Source: an optimization exercise on an open RTL-to-GDS flow (aim: small area). Production flows keep margins and buffers that such runs may drop. Function was checked by simulation only, so behaviour that the tests miss may differ from the original. No activity file was given, so power comes from the tool's default toggle rates.

// MazeRunner
module MazeRunner(clk,RST_n,SS_n,MOSI,MISO,SCLK,PWMR,PWML,
                  DIRR,DIRL,IR_EN,BMPL_n,BMPR_n,buzz,
                  buzz_n,RX,LED);
Settings: LEC_CHECK=0, CAP_MARGIN=20, CORE_MARGIN=2, CORE_UTILIZATION=40, CTS_BUF_LIST=sky130_fd_sc_hd__clkbuf_8, CTS_CLUSTER_DIAMETER=60, CTS_CLUSTER_SIZE=16, PLACE_DENSITY=0.6, SLEW_MARGIN=20; clock period 10.0 ns.
standard.sh (not shown) runs the stock make flow with config.mk's settings and CLKGATE_MAP_FILE= SYNTH_SCRIPT=/design/flow/synth_recipe.tcl, a recipe that flattens the netlist after the stock synthesis.
==> flow/flow/run.sh <==
#!/bin/bash
# Own flow: the standard layout, with synthesis mapped for area by ABC.
# Synthesis runs first with flow/synth_area.tcl (the standard flow's synthesis script
# with a different ABC script); standard.sh then runs the remaining steps
# from the synthesized netlist.  Each tool's output goes to its own log.
set -euo pipefail
W=$(pwd)
make -C "$FLOW_HOME" DESIGN_CONFIG="$W/config.mk" WORK_HOME="$W/orfs" CLKGATE_MAP_FILE= \
  SYNTH_SCRIPT="$W/flow/synth_area.tcl" synth > "$W/synth.log" 2>&1
# clock tree: clkbuf_8 leaves over clusters of up to 16 registers, no
# dummy loads
export CTS_ARGS="-sink_clustering_enable -repair_clock_nets -sink_clustering_size 16 -sink_clustering_max_diameter 60 -buf_list sky130_fd_sc_hd__clkbuf_8 -dont_use_dummy_load"
bash "$W/standard.sh" finish > "$W/layout.log" 2>&1
test -s "$W/out/final.def"
==> flow/flow/abc_area.script <==
strash
balance
rewrite
refactor
balance
rewrite
rewrite -z
balance
refactor -z
rewrite -z
balance
balance
rewrite
refactor
balance
rewrite
rewrite -z
balance
refactor -z
rewrite -z
balance
dch -f
amap
topo
dnsize -c
==> flow/flow/synth_area.tcl <==
# The standard synthesis script (synth_recipe.tcl), with the ABC step
# mapping for area: same passes, same registers; only the combinational
# mapping script differs.
set area_script [file join [file dirname [file normalize [info script]]] abc_area.script]
proc synth {args} { yosys synth -nofsm -noshare {*}$args }
proc abc {args} {
  global area_script
  set i [lsearch $args -script]
  if {$i >= 0} {
    set args [lreplace $args $i [expr {$i + 1}] -script $area_script]
  }
  yosys abc {*}$args
}
source $::env(SCRIPTS_DIR)/synth.tcl
# left out here: clear keep_hierarchy, flatten, clean up, hide names made inside functions, write 1_2_yosys.v
==> next run, changes <==
--- a/flow/flow/run.sh
+++ b/flow/flow/run.sh
@@ -9,5 +9,2 @@
   SYNTH_SCRIPT="$W/flow/synth_area.tcl" synth > "$W/synth.log" 2>&1
-# clock tree: clkbuf_8 leaves over clusters of up to 16 registers, no
-# dummy loads
-export CTS_ARGS="-sink_clustering_enable -repair_clock_nets -sink_clustering_size 16 -sink_clustering_max_diameter 60 -buf_list sky130_fd_sc_hd__clkbuf_8 -dont_use_dummy_load"
 bash "$W/standard.sh" finish > "$W/layout.log" 2>&1
Sequential share of layout area came out lower by 0.87 points; hold slack hardly moves; synthesized area does not change; power came out higher by roughly a tenth; utilization came out higher by 0.83 points; global-route usage stays flat; register-to-register slack stays flat; clock-buffer cell count came out higher by 1; fmax hardly moves; sequential cell count does not change; design area came out higher slightly.
==> next run, changes <==
==> flow/run.sh (new file) <==
#!/bin/bash
# synth_recipe.tcl (not shown) runs the flow's synth.tcl, then flattens the netlist and writes it again
# the make line also repeats each setting of config.mk as NAME=value (left out here)
make -C /OpenROAD-flow-scripts/flow DESIGN_CONFIG=/design/flow/config.mk WORK_HOME=/design/flow/orfs CLKGATE_MAP_FILE= SYNTH_SCRIPT=/design/flow/synth_recipe.tcl finish
removed: flow/flow/run.sh
removed: flow/flow/abc_area.script
removed: flow/flow/synth_area.tcl
removed: flow/standard.sh
Effect: Final cell count goes up by 2.1%; critical path depth stays the same; final area goes up by 3.9%; flip-flop and latch count stays the same; global-route usage hardly moves; sequential power stays flat; hold slack stays flat; setup slack improves by 0.13 ns.

========
Another version of the RTL of MazeRunner (not shown whole).
Size: about 220 flip-flops, roughly 24 I/O pins, about 10,000 um^2 of cells after synthesis.
==> flow/design.v (excerpt) <==
module MazeRunner(clk,RST_n,SS_n,MOSI,MISO,SCLK,PWMR,PWML,
                  DIRR,DIRL,IR_EN,BMPL_n,BMPR_n,buzz,
                  buzz_n,RX,LED);
clock: 10.0 ns
lec_check: 0
cap_margin: 20
core_margin: 2
core_utilization: 40
cts_buf_list: sky130_fd_sc_hd__clkbuf_8
cts_cluster_diameter: 60
cts_cluster_size: 16
place_density: 0.6
slew_margin: 20
==> flow/flow/run.sh <==
#!/bin/bash
# Own flow: the standard layout, with synthesis mapped for area by ABC
# (no full-adder cell extraction: ABC maps the adders too).
# Synthesis runs first with flow/synth_area.tcl (the standard flow's synthesis script
# with a different ABC script); standard.sh then runs the remaining steps
# from the synthesized netlist.  Each tool's output goes to its own log.
set -euo pipefail
W=$(pwd)
make -C "$FLOW_HOME" DESIGN_CONFIG="$W/config.mk" WORK_HOME="$W/orfs" CLKGATE_MAP_FILE= \
  SYNTH_SCRIPT="$W/flow/synth_area.tcl" ADDER_MAP_FILE= synth > "$W/synth.log" 2>&1
# clock tree: clkbuf_8 leaves over clusters of up to 16 registers, no
# dummy loads
export CTS_ARGS="-sink_clustering_enable -repair_clock_nets -sink_clustering_size 16 -sink_clustering_max_diameter 60 -buf_list sky130_fd_sc_hd__clkbuf_8 -dont_use_dummy_load"
# every port still gets a buffer, the smallest one
export BUFFER_PORTS_ARGS="-buffer_cell sky130_fd_sc_hd__buf_1"
bash "$W/standard.sh" finish > "$W/layout.log" 2>&1
test -s "$W/out/final.def"
==> flow/flow/abc_area.script <==
strash
dc2
dc2
balance
rewrite
refactor
balance
rewrite
rewrite -z
balance
refactor -z
rewrite -z
balance
dch -f
amap
topo
dnsize -c
==> flow/flow/synth_area.tcl <==
# The standard synthesis script (synth_recipe.tcl), with the ABC step
# mapping for area: same passes, same registers; only the combinational
# mapping script differs.
set area_script [file join [file dirname [file normalize [info script]]] abc_area.script]
proc synth {args} { yosys synth -nofsm -noshare {*}$args }
proc abc {args} {
  global area_script
  set i [lsearch $args -script]
  if {$i >= 0} {
    set args [lreplace $args $i [expr {$i + 1}] -script $area_script]
  }
  yosys abc {*}$args
}
source $::env(SCRIPTS_DIR)/synth.tcl
# left out here: clear keep_hierarchy, flatten, clean up, hide names made inside functions, write 1_2_yosys.v
Rerun with:
- CORE_UTILIZATION: 40 -> 65
- PLACE_DENSITY: 0.6 -> 0.75
=> Routed wire length falls by 4.5%. Sequential share of layout area came out higher by 0.84 points. Utilization climbs by 26 points. First-iteration DRC count increases by about 26%. Final cell count went down by about 7.5%. Worst setup slack is worse by 0.034 ns. Non-clock buffer count climbs by 2. Final area falls by about 1.7%. Hold slack got worse by 0.018 ns. Via count is higher by about 0.8%. Total power falls by 4.4%.
Rerun with:
- CAP_MARGIN: 20 -> 0
- CORE_UTILIZATION: 65 -> 40
- PLACE_DENSITY: 0.75 -> 0.6
- SLEW_MARGIN: 20 -> 0
Result: Synthesized area is unchanged. Design area goes up by 1.7%. Clock skew goes up by 0.038 ns. Global-route usage goes down by 8.5 points.
Rerun with:
--- a/flow/flow/run.sh
+++ b/flow/flow/run.sh
@@ -13 +13 @@
-export CTS_ARGS="-sink_clustering_enable -repair_clock_nets -sink_clustering_size 16 -sink_clustering_max_diameter 60 -buf_list sky130_fd_sc_hd__clkbuf_8 -dont_use_dummy_load"
+export CTS_ARGS="-sink_clustering_enable -repair_clock_nets -sink_clustering_size 20 -sink_clustering_max_diameter 60 -buf_list sky130_fd_sc_hd__clkbuf_8 -dont_use_dummy_load"
- CAP_MARGIN: 0 -> 20
- SLEW_MARGIN: 0 -> 20
The changed run ran to the end with no violations; via count hardly moves; core utilization stays flat; non-clock buffer count is unchanged; cell area barely changes; sequential share of layout area barely changes; clock-buffer cell count went down by 1; setup slack gets better by 0.0098 ns; sequential power barely changes; wire length barely changes.
